This design comes from an exercise in tuning for small area and a short achievable clock period on the open sky130 flow, not from production work. Function was checked by simulation only, so behaviour that the tests miss may differ from the original.

==> run P: inputs <==
==> flow/design.v (excerpt) <==
module eq_mix( lft_out, rht_out,
	       POT_LP, POT_B1, POT_B2, POT_B3, POT_HP, VOLUME,
	       lft_LP, rht_LP, lft_B1, rht_B1, lft_B2, rht_B2,
	       lft_B3, rht_B3, lft_HP, rht_HP, clk );
export LEC_CHECK = 0
export ABC_AREA = 1
export CAP_MARGIN = 20
export CORE_MARGIN = 2
export CORE_UTILIZATION = 45
export PLACE_DENSITY = 0.6
export SETUP_SLACK_MARGIN = 3.0
export SLEW_MARGIN = 20
create_clock -name core_clock -period 12.0 [get_ports {clk}]
standard.sh (not shown) runs the stock make flow with config.mk's settings and CLKGATE_MAP_FILE= SYNTH_SCRIPT=/design/flow/synth_recipe.tcl, a recipe that flattens the netlist after the stock synthesis.
==> flow/flow/run.sh <==
#!/bin/bash
# Standard ORFS layout, with one step added after synthesis: flow/polarity.py
# complements full adders (FA(~a,~b,~c) = ~FA(a,b,c)) to remove inverters that
# synthesis leaves around them, and folds inverters into the gates next to them.
# Registers and the rest of the flow are untouched.
set -euo pipefail
R=orfs/results/${FLOW_PLATFORM}/eq_mix/base
bash standard.sh synth > synth.log 2>&1
cp $R/1_2_yosys.v $R/1_2_yosys.standard.v
python3 flow/polarity.py $R/1_2_yosys.standard.v $R/1_2_yosys.pol.v > polarity.log 2>&1
mv $R/1_2_yosys.pol.v $R/1_2_yosys.v
rm -f $R/1_synth.odb $R/1_synth.sdc
# port buffers: a plain buf_2 instead of the delay buffer buffer_ports picks by default
bash standard.sh finish "BUFFER_PORTS_ARGS=-buffer_cell sky130_fd_sc_hd__buf_2" > layout.log 2>&1
Other scripts of this flow, unchanged in this note and not shown: flow/flow/polarity.py
==> run D: changes against run P <==
--- a/flow/config.mk
+++ b/flow/config.mk
@@ -12,3 +12,3 @@
 export PLACE_DENSITY = 0.6
-export SETUP_SLACK_MARGIN = 3.0
+export SETUP_SLACK_MARGIN = 2.5
 export SLEW_MARGIN = 20
==> impl_table.tex <==
\begin{tabular}{lr}
\hline
Metric & Value \\
\hline
\multicolumn{2}{l}{\textbf{Outcome}} \\
Outcome & no timing/DRC/antenna violations \\
\multicolumn{2}{l}{\textbf{Layout}} \\
Layout buffering overhead excluding clock cells & 0.0469 \\
Fraction of layout instances using a drive strength above 1 & 0.118 \\
\multicolumn{2}{l}{\textbf{Global routing}} \\
M1 GR Usage & 0.452 \\
\hline
\end{tabular}
[end of results for run P]
==> impl_table.tex <==
\begin{tabular}{lr}
\hline
Metric & Value \\
\hline
\multicolumn{2}{l}{\textbf{Layout}} \\
Fraction of layout instances using a drive strength above 1 & 0.0909 \\
Buffers excl. clock & roughly 430 \\
Summed area of non-filler cells in the final layout & about 66,000 um2 \\
\multicolumn{2}{l}{\textbf{Worst setup path}} \\
WP data arrival & 6950 ps \\
Count of buffering cells on the critical path with inverters included & 6 \\
\multicolumn{2}{l}{\textbf{Outcome}} \\
Outcome & no timing/DRC/antenna violations \\
\multicolumn{2}{l}{\textbf{Drt}} \\
Via-per-instance ratio & between 6 and 7 \\
\hline
\end{tabular}
[end of results for run D]

==> run a: inputs <==
eq_mix again, from the RTL that the note above started with.
==> flow/config.mk <==
export PLATFORM = sky130hd
export DESIGN_NAME = eq_mix
export DESIGN_NICKNAME = eq_mix
export VERILOG_FILES = /design/flow/design.v
export SDC_FILE = /design/flow/constraint.sdc
export NUM_CORES = 4
export LEC_CHECK = 0
export ABC_AREA = 1
export CAP_MARGIN = 20
export CORE_MARGIN = 2
export CORE_UTILIZATION = 45
export PLACE_DENSITY = 0.6
export SLEW_MARGIN = 20
==> flow/constraint.sdc <==
create_clock -name core_clock -period 12.0 [get_ports {clk}]
set_input_delay 2.4000 -clock core_clock [delete_from_list [all_inputs] [get_ports {clk}]]
set_output_delay 2.4000 -clock core_clock [all_outputs]
set_load 0.01 [all_outputs]
==> flow/flow/run.sh <==
#!/bin/bash
# Standard ORFS layout, with one step added after synthesis: flow/polarity.py
# complements full adders (FA(~a,~b,~c) = ~FA(a,b,c)) to remove inverters that
# synthesis leaves around them.  Registers and the rest of the flow are untouched.
set -euo pipefail
R=orfs/results/${FLOW_PLATFORM}/eq_mix/base
bash standard.sh synth > synth.log 2>&1
cp $R/1_2_yosys.v $R/1_2_yosys.standard.v
python3 flow/polarity.py $R/1_2_yosys.standard.v $R/1_2_yosys.pol.v > polarity.log 2>&1
mv $R/1_2_yosys.pol.v $R/1_2_yosys.v
rm -f $R/1_synth.odb $R/1_synth.sdc
bash standard.sh finish > layout.log 2>&1
==> flow/flow/polarity.py <==
#!/usr/bin/env python3
"""Remove inverters around full adders in a mapped sky130hd netlist.

A full adder is self-dual: FA(~a, ~b, ~c) = (~sum, ~cout).  Synthesis leaves many
inverters between full adders and between full adders and the logic around them.
This script chooses, for each full adder, whether to complement all of its pins,
so that as few inverters as possible are needed, and rewrites the netlist.  The
logic function of every net that is not internal to this rewrite is unchanged.

usage: polarity.py IN.v OUT.v
"""
import re
import sys
from collections import defaultdict

INV_RE = re.compile(r'^sky130_fd_sc_hd__(clk)?inv_\d+$')
FA_RE = re.compile(r'^sky130_fd_sc_hd__fa_\d+$')
OUT_PINS = {'X', 'Y', 'Q', 'Q_N', 'SUM', 'COUT', 'HI', 'LO'}

src = open(sys.argv[1]).read()

inst_re = re.compile(r'^  (sky130_fd_sc_hd__\w+) (\\\S+ |\S+) ?\((.*?)\n  \);\n', re.S | re.M)
pin_re = re.compile(r'\.(\w+)\((.*?)\)(?:,|\s*$)', re.M)

cells = []          # [type, name, {pin: net}]
spans = []
for m in inst_re.finditer(src):
    pins = {}
    for pm in pin_re.finditer(m.group(3)):
        pins[pm.group(1)] = pm.group(2).strip()
    cells.append([m.group(1), m.group(2), pins])
    spans.append((m.start(), m.end()))

header = src[:spans[0][0]]
assert 'sky130_fd_sc_hd__' not in header.split('*/', 1)[-1], 'unparsed cell before the first one'
footer = src[spans[-1][1]:]
between = [src[spans[i][1]:spans[i + 1][0]] for i in range(len(spans) - 1)]
assert all(b.strip() == '' for b in between), 'unexpected text between cells'

# ports
port_nets = set()
for m in re.finditer(r'^\s*(input|output|inout)\s+(\[\d+:\d+\]\s+)?(\S+?)\s*;', header, re.M):
    name = m.group(3)
    if m.group(2):
        hi, lo = map(int, re.findall(r'\d+', m.group(2)))
        for i in range(min(hi, lo), max(hi, lo) + 1):
            port_nets.add(f'{name}[{i}]')
    else:
        port_nets.add(name)

driver = {}
loads = defaultdict(list)   # net -> [(cell index, pin)]
for ci, (typ, name, pins) in enumerate(cells):
    for p, n in pins.items():
        if p in OUT_PINS:
            driver[n] = (ci, p)
        else:
            loads[n].append((ci, p))

is_inv = [bool(INV_RE.match(c[0])) for c in cells]
is_fa = [bool(FA_RE.match(c[0])) for c in cells]


def base_of(net):
    """(base net, polarity): net == base ^ polarity, following inverter chains."""
    pol = 0
    seen = 0
    while net in driver and is_inv[driver[net][0]] and seen < 10:
        net = cells[driver[net][0]][2]['A']
        pol ^= 1
        seen += 1
    return net, pol


# inverters whose output is a port keep their output net; treat them as ordinary cells
fixed_inv = set()
for ci in range(len(cells)):
    if is_inv[ci] and cells[ci][2]['Y'] in port_nets:
        fixed_inv.add(ci)
        is_inv[ci] = False

# loads of every base signal: (cell, pin, polarity of the original connection)
base_loads = defaultdict(list)
for ci, (typ, name, pins) in enumerate(cells):
    if is_inv[ci]:
        continue
    for p, n in pins.items():
        if p in OUT_PINS:
            continue
        b, pol = base_of(n)
        base_loads[b].append((ci, p, pol))

# a base net that is a port, or driven by a fa output that is a port, stays as it is
locked = [False] * len(cells)
for n in port_nets:
    if n in driver and is_fa[driver[n][0]]:
        locked[driver[n][0]] = True

flip = [0] * len(cells)


def native(b):
    """Polarity of the physical driver output of base b relative to its original value."""
    if b in driver and is_fa[driver[b][0]]:
        return flip[driver[b][0]]
    return 0


def cost(b):
    nat = native(b)
    for ci, p, pol in base_loads[b]:
        req = pol ^ (flip[ci] if is_fa[ci] else 0)
        if req != nat:
            return 1
    return 0


def touched(ci):
    out = set()
    for p, n in cells[ci][2].items():
        if p in OUT_PINS:
            out.add(n)
        else:
            out.add(base_of(n)[0])
    return out


fa_list = [ci for ci in range(len(cells)) if is_fa[ci] and not locked[ci]]
before = sum(cost(b) for b in list(base_loads))
for it in range(30):
    changed = 0
    for ci in fa_list:
        bs = touched(ci)
        c0 = sum(cost(b) for b in bs)
        flip[ci] ^= 1
        c1 = sum(cost(b) for b in bs)
        if c1 < c0:
            changed += 1
        else:
            flip[ci] ^= 1
    if not changed:
        break
after = sum(cost(b) for b in list(base_loads))

# rewrite
new_cells = []
inv_of = {}
k = 0
extra_wires = []


def inverted(net):
    global k
    if net not in inv_of:
        k += 1
        out = f'_pol{k}_'
        extra_wires.append(out)
        new_cells.append(['sky130_fd_sc_hd__inv_1', f'_polinv{k}_', {'A': net, 'Y': out}])
        inv_of[net] = out
    return inv_of[net]


for ci, (typ, name, pins) in enumerate(cells):
    if is_inv[ci]:
        continue
    newpins = {}
    for p, n in pins.items():
        if p in OUT_PINS:
            newpins[p] = n
            continue
        b, pol = base_of(n)
        req = pol ^ (flip[ci] if is_fa[ci] else 0)
        newpins[p] = b if req == native(b) else inverted(b)
    new_cells.append([typ, name, newpins])

# a removed inverter's output net may still be a port: make sure every port is driven
drv_new = {}
for typ, name, pins in new_cells:
    for p, n in pins.items():
        if p in OUT_PINS:
            drv_new[n] = name
for n in port_nets:
    if n in driver and n not in drv_new:
        raise SystemExit(f'port {n} lost its driver')


def fmt(n):
    return n + ' ' if n.startswith('\\') else n


out = [header]
for typ, name, pins in new_cells:
    items = list(pins.items())
    body = ',\n'.join(f'    .{p}({fmt(n)})' for p, n in items)
    out.append(f'  {typ} {name}{"" if name.endswith(" ") else " "}(\n{body}\n  );\n')
out.append(footer)
text = ''.join(out)
decl = ''.join(f'  wire {w};\n' for w in extra_wires)
# put the new wire declarations before the first cell
first = text.index('  sky130_fd_sc_hd__')
text = text[:first] + decl + text[first:]
open(sys.argv[2], 'w').write(text)
n_inv_before = sum(1 for c in cells if INV_RE.match(c[0]))
n_inv_after = sum(1 for c in new_cells if INV_RE.match(c[0]))
print(f'polarity: {sum(flip)} of {len(fa_list)} full adders complemented; '
      f'inverters {n_inv_before} -> {n_inv_after} (bases needing one {before} -> {after})')
==> run b (differences from run a) <==
--- a/flow/flow/run.sh
+++ b/flow/flow/run.sh
@@ -3,3 +3,4 @@
 # complements full adders (FA(~a,~b,~c) = ~FA(a,b,c)) to remove inverters that
-# synthesis leaves around them.  Registers and the rest of the flow are untouched.
+# synthesis leaves around them, and folds inverters into the gates next to them.
+# Registers and the rest of the flow are untouched.
 set -euo pipefail
@@ -11,2 +12,3 @@
 rm -f $R/1_synth.odb $R/1_synth.sdc
-bash standard.sh finish > layout.log 2>&1
+# port buffers: a plain buf_4 instead of the delay buffer buffer_ports picks by default
+bash standard.sh finish "BUFFER_PORTS_ARGS=-buffer_cell sky130_fd_sc_hd__buf_4" > layout.log 2>&1
--- a/flow/flow/polarity.py
+++ b/flow/flow/polarity.py
@@ -174,2 +174,85 @@
     new_cells.append([typ, name, newpins])
+
+# a half adder whose two inputs both come through inverters: a^b == ~a^~b and
+# a&b == ~(~a|~b), so use xor2 and nor2 on the inverters' inputs instead
+inv_in = {}
+for typ, name, pins in new_cells:
+    if INV_RE.match(typ):
+        inv_in[pins['Y']] = pins['A']
+ha_swapped = 0
+extra = []
+for i, (typ, name, pins) in enumerate(new_cells):
+    if typ != 'sky130_fd_sc_hd__ha_1':
+        continue
+    a, b = pins['A'], pins['B']
+    if a in inv_in and b in inv_in and a not in port_nets and b not in port_nets:
+        na, nb = inv_in[a], inv_in[b]
+        new_cells[i] = ['sky130_fd_sc_hd__xor2_1', name, {'A': na, 'B': nb, 'X': pins['SUM']}]
+        if 'COUT' in pins:
+            cname = name.rstrip() + '_n' + (' ' if name.endswith(' ') else '')
+            extra.append(['sky130_fd_sc_hd__nor2_1', cname, {'A': na, 'B': nb, 'Y': pins['COUT']}])
+        ha_swapped += 1
+new_cells += extra
+# drop inverters left without loads
+used = defaultdict(int)
+for typ, name, pins in new_cells:
+    for p, n in pins.items():
+        if p not in OUT_PINS:
+            used[n] += 1
+new_cells = [c for c in new_cells if not (INV_RE.match(c[0]) and used[c[2]['Y']] == 0 and c[2]['Y'] not in port_nets)]
+
+# absorb an inverter into the gate driving it when the inverter is that gate's only load
+TWIN = {
+    'nand2_1': 'and2_1', 'nor2_1': 'or2_1', 'a21oi_1': 'a21o_1', 'o21ai_0': 'o21a_1',
+    'o21ai_1': 'o21a_1', 'o221ai_1': 'o221a_1', 'xnor2_1': 'xor2_1', 'xor2_1': 'xnor2_1',
+    'a221oi_1': 'a221o_1', 'nand3_1': 'and3_1', 'o22ai_1': 'o22a_1', 'a31oi_1': 'a31o_1',
+    'o211ai_1': 'o211a_1', 'o21bai_1': 'o21ba_1', 'nand4_1': 'and4_1', 'a22oi_1': 'a22o_1',
+    'nor3_1': 'or3_1', 'a211oi_1': 'a211o_1', 'a21boi_0': 'a21bo_1', 'nand2b_1': 'and2b_1',
+    'nor2b_1': 'or2b_1',
+}
+P = 'sky130_fd_sc_hd__'
+nload = defaultdict(int)
+drv_i = {}
+for i, (typ, name, pins) in enumerate(new_cells):
+    for p, n in pins.items():
+        if p in OUT_PINS:
+            drv_i[n] = i
+        else:
+            nload[n] += 1
+dead = set()
+modified = set()
+absorbed = 0
+for i, (typ, name, pins) in enumerate(new_cells):
+    if not INV_RE.match(typ):
+        continue
+    a, y = pins['A'], pins['Y']
+    if a not in drv_i or nload[a] != 1 or a in port_nets:
+        continue
+    j = drv_i[a]
+    if j in dead or j in modified:
+        continue
+    modified.add(j)
+    dt, dn, dp = new_cells[j]
+    short = dt[len(P):]
+    if short in TWIN:
+        outp = 'Y' if 'Y' in dp else 'X'
+        # output pin of the twin: X for the non-inverting ones, Y for xnor2
+        twin = TWIN[short]
+        np = {p: n for p, n in dp.items() if p != outp}
+        np['Y' if twin == 'xnor2_1' else 'X'] = y
+        new_cells[j] = [P + twin, dn, np]
+        dead.add(i)
+        absorbed += 1
+    elif short == 'ha_1':
+        if dp.get('SUM') == a:
+            g1 = [P + 'xnor2_1', dn, {'A': dp['A'], 'B': dp['B'], 'Y': y}]
+            g2 = [P + 'and2_1', dn.rstrip() + '_c' + (' ' if dn.endswith(' ') else ''), {'A': dp['A'], 'B': dp['B'], 'X': dp['COUT']}]
+        else:
+            g1 = [P + 'xor2_1', dn, {'A': dp['A'], 'B': dp['B'], 'X': dp['SUM']}]
+            g2 = [P + 'nand2_1', dn.rstrip() + '_c' + (' ' if dn.endswith(' ') else ''), {'A': dp['A'], 'B': dp['B'], 'Y': y}]
+        new_cells[j] = g1
+        new_cells.append(g2)
+        dead.add(i)
+        absorbed += 1
+new_cells = [c for i, c in enumerate(new_cells) if i not in dead]
 
@@ -205,2 +288,4 @@
 print(f'polarity: {sum(flip)} of {len(fa_list)} full adders complemented; '
-      f'inverters {n_inv_before} -> {n_inv_after} (bases needing one {before} -> {after})')
+      f'inverters {n_inv_before} -> {n_inv_after} (bases needing one {before} -> {after}); '
+      f'{absorbed} absorbed into the gate driving them; {ha_swapped} half adders fed by inverters '
+      'rebuilt as xor2+nor2')
- SETUP_SLACK_MARGIN: default -> 2.8
==> run c (differences from run a) <==
--- a/flow/flow/run.sh
+++ b/flow/flow/run.sh
@@ -3,3 +3,4 @@
 # complements full adders (FA(~a,~b,~c) = ~FA(a,b,c)) to remove inverters that
-# synthesis leaves around them.  Registers and the rest of the flow are untouched.
+# synthesis leaves around them, and folds inverters into the gates next to them.
+# Registers and the rest of the flow are untouched.
 set -euo pipefail
@@ -11,2 +12,3 @@
 rm -f $R/1_synth.odb $R/1_synth.sdc
-bash standard.sh finish > layout.log 2>&1
+# port buffers: a plain buf_2 instead of the delay buffer buffer_ports picks by default
+bash standard.sh finish "BUFFER_PORTS_ARGS=-buffer_cell sky130_fd_sc_hd__buf_2" > layout.log 2>&1
--- a/flow/flow/polarity.py
+++ b/flow/flow/polarity.py
@@ -174,2 +174,85 @@
     new_cells.append([typ, name, newpins])
+
+# a half adder whose two inputs both come through inverters: a^b == ~a^~b and
+# a&b == ~(~a|~b), so use xor2 and nor2 on the inverters' inputs instead
+inv_in = {}
+for typ, name, pins in new_cells:
+    if INV_RE.match(typ):
+        inv_in[pins['Y']] = pins['A']
+ha_swapped = 0
+extra = []
+for i, (typ, name, pins) in enumerate(new_cells):
+    if typ != 'sky130_fd_sc_hd__ha_1':
+        continue
+    a, b = pins['A'], pins['B']
+    if a in inv_in and b in inv_in and a not in port_nets and b not in port_nets:
+        na, nb = inv_in[a], inv_in[b]
+        new_cells[i] = ['sky130_fd_sc_hd__xor2_1', name, {'A': na, 'B': nb, 'X': pins['SUM']}]
+        if 'COUT' in pins:
+            cname = name.rstrip() + '_n' + (' ' if name.endswith(' ') else '')
+            extra.append(['sky130_fd_sc_hd__nor2_1', cname, {'A': na, 'B': nb, 'Y': pins['COUT']}])
+        ha_swapped += 1
+new_cells += extra
+# drop inverters left without loads
+used = defaultdict(int)
+for typ, name, pins in new_cells:
+    for p, n in pins.items():
+        if p not in OUT_PINS:
+            used[n] += 1
+new_cells = [c for c in new_cells if not (INV_RE.match(c[0]) and used[c[2]['Y']] == 0 and c[2]['Y'] not in port_nets)]
+
+# absorb an inverter into the gate driving it when the inverter is that gate's only load
+TWIN = {
+    'nand2_1': 'and2_1', 'nor2_1': 'or2_1', 'a21oi_1': 'a21o_1', 'o21ai_0': 'o21a_1',
+    'o21ai_1': 'o21a_1', 'o221ai_1': 'o221a_1', 'xnor2_1': 'xor2_1', 'xor2_1': 'xnor2_1',
+    'a221oi_1': 'a221o_1', 'nand3_1': 'and3_1', 'o22ai_1': 'o22a_1', 'a31oi_1': 'a31o_1',
+    'o211ai_1': 'o211a_1', 'o21bai_1': 'o21ba_1', 'nand4_1': 'and4_1', 'a22oi_1': 'a22o_1',
+    'nor3_1': 'or3_1', 'a211oi_1': 'a211o_1', 'a21boi_0': 'a21bo_1', 'nand2b_1': 'and2b_1',
+    'nor2b_1': 'or2b_1',
+}
+P = 'sky130_fd_sc_hd__'
+nload = defaultdict(int)
+drv_i = {}
+for i, (typ, name, pins) in enumerate(new_cells):
+    for p, n in pins.items():
+        if p in OUT_PINS:
+            drv_i[n] = i
+        else:
+            nload[n] += 1
+dead = set()
+modified = set()
+absorbed = 0
+for i, (typ, name, pins) in enumerate(new_cells):
+    if not INV_RE.match(typ):
+        continue
+    a, y = pins['A'], pins['Y']
+    if a not in drv_i or nload[a] != 1 or a in port_nets:
+        continue
+    j = drv_i[a]
+    if j in dead or j in modified:
+        continue
+    modified.add(j)
+    dt, dn, dp = new_cells[j]
+    short = dt[len(P):]
+    if short in TWIN:
+        outp = 'Y' if 'Y' in dp else 'X'
+        # output pin of the twin: X for the non-inverting ones, Y for xnor2
+        twin = TWIN[short]
+        np = {p: n for p, n in dp.items() if p != outp}
+        np['Y' if twin == 'xnor2_1' else 'X'] = y
+        new_cells[j] = [P + twin, dn, np]
+        dead.add(i)
+        absorbed += 1
+    elif short == 'ha_1':
+        if dp.get('SUM') == a:
+            g1 = [P + 'xnor2_1', dn, {'A': dp['A'], 'B': dp['B'], 'Y': y}]
+            g2 = [P + 'and2_1', dn.rstrip() + '_c' + (' ' if dn.endswith(' ') else ''), {'A': dp['A'], 'B': dp['B'], 'X': dp['COUT']}]
+        else:
+            g1 = [P + 'xor2_1', dn, {'A': dp['A'], 'B': dp['B'], 'X': dp['SUM']}]
+            g2 = [P + 'nand2_1', dn.rstrip() + '_c' + (' ' if dn.endswith(' ') else ''), {'A': dp['A'], 'B': dp['B'], 'Y': y}]
+        new_cells[j] = g1
+        new_cells.append(g2)
+        dead.add(i)
+        absorbed += 1
+new_cells = [c for i, c in enumerate(new_cells) if i not in dead]
 
@@ -205,2 +288,4 @@
 print(f'polarity: {sum(flip)} of {len(fa_list)} full adders complemented; '
-      f'inverters {n_inv_before} -> {n_inv_after} (bases needing one {before} -> {after})')
+      f'inverters {n_inv_before} -> {n_inv_after} (bases needing one {before} -> {after}); '
+      f'{absorbed} absorbed into the gate driving them; {ha_swapped} half adders fed by inverters '
+      'rebuilt as xor2+nor2')
- SETUP_SLACK_MARGIN: default -> 2.8
==> flow_summary.yaml <==
outcome:
  status: "finished clean"
critical_path:
  rr_startpoint: "G_LP[1]$_DFF_P_"
  r2r_cell_count: 33
logic_synthesis:
  syn_inst: 8104
  synth_area_um2: 61200
global_routing:
  grt_pass1_vias: 59400
  grt_util_met1: 0.455
finish:
  most_frequent_cells_in_the_layout: "sky130_fd_sc_hd__nand2_1 (1858), sky130_fd_sc_hd__fa_1 (898), sky130_fd_sc_hd__inv_1 (822)"
Source of the figures above: run b

==> flow_summary.yaml <==
critical_path:
  rr_startpoint: "G_B2[10]$_DFF_P_"
  r2r_cell_count: 26
logic_synthesis:
  synth_area_um2: 61200
  syn_inst: 8104
finish:
  most_frequent_cells_in_the_layout: "sky130_fd_sc_hd__nand2_1 (1858), sky130_fd_sc_hd__fa_1 (898), sky130_fd_sc_hd__inv_1 (817)"
outcome:
  status: "finished clean"
global_routing:
  grt_util_met1: 0.450
Source of the figures above: run c

==> flow_summary.yaml <==
finish:
  most_frequent_cells_in_the_layout: "sky130_fd_sc_hd__nand2_1 (1998), sky130_fd_sc_hd__inv_1 (1433), sky130_fd_sc_hd__fa_1 (923)"
  inverters_excl_clock: 1433
global_routing:
  grt_util_met1: 0.436
  grt_pass1_vias: 61800
clocking:
  cts_repair_resize_count: 0
outcome:
  status: "finished clean"
sta:
  finalCritPeriodShare: 0.890
placement:
  placed_area_um2: 66300
hold_path:
  hold-path-endpoint: "lft_sb[17]$_DFF_P_"
critical_path:
  rr_startpoint: "G_LP[8]$_DFF_P_"
  r2r_cell_count: 30
logic_synthesis:
  synth_area_um2: 62400
  syn_inst: 8600
Source of the figures above: run a

[static timing again, ports no longer ideal]
The results above use ideal ports. As a check the final layouts listed here were re-extracted and re-timed, cells and wires unchanged.
Step 1, drivers: a clkbuf_16 drives clk and a buf_2 each remaining input, both assumed.
Step 2 times the ports against the registers' clock, not the clock port: input delays grow and output delays shrink by t, the midpoint of the rising clock arrivals with the driver on.
Three values: ideal ports, drivers, drivers and shift; two values: the first two.
run | t (ns) | slack for setup (ns) | worst data-port slew with drivers (ns)
run P | 0.577 | 2.794 / 2.728 / 2.869 | 0.13
run D | 0.578 | 2.652 / 2.628 / 2.628 | 0.12
run a | 0.626 | 1.317 / 1.232 / 1.298 | 0.10
run b | 0.599 | 2.786 / 2.717 / 2.714 | 0.12
run c | 0.579 | 2.779 / 2.735 / 2.744 | 0.12
After both steps setup and hold are still met in every run listed. The setup slack of run b, which loses most, moves by -0.069 ns with the drivers and by -0.072 ns with both steps.
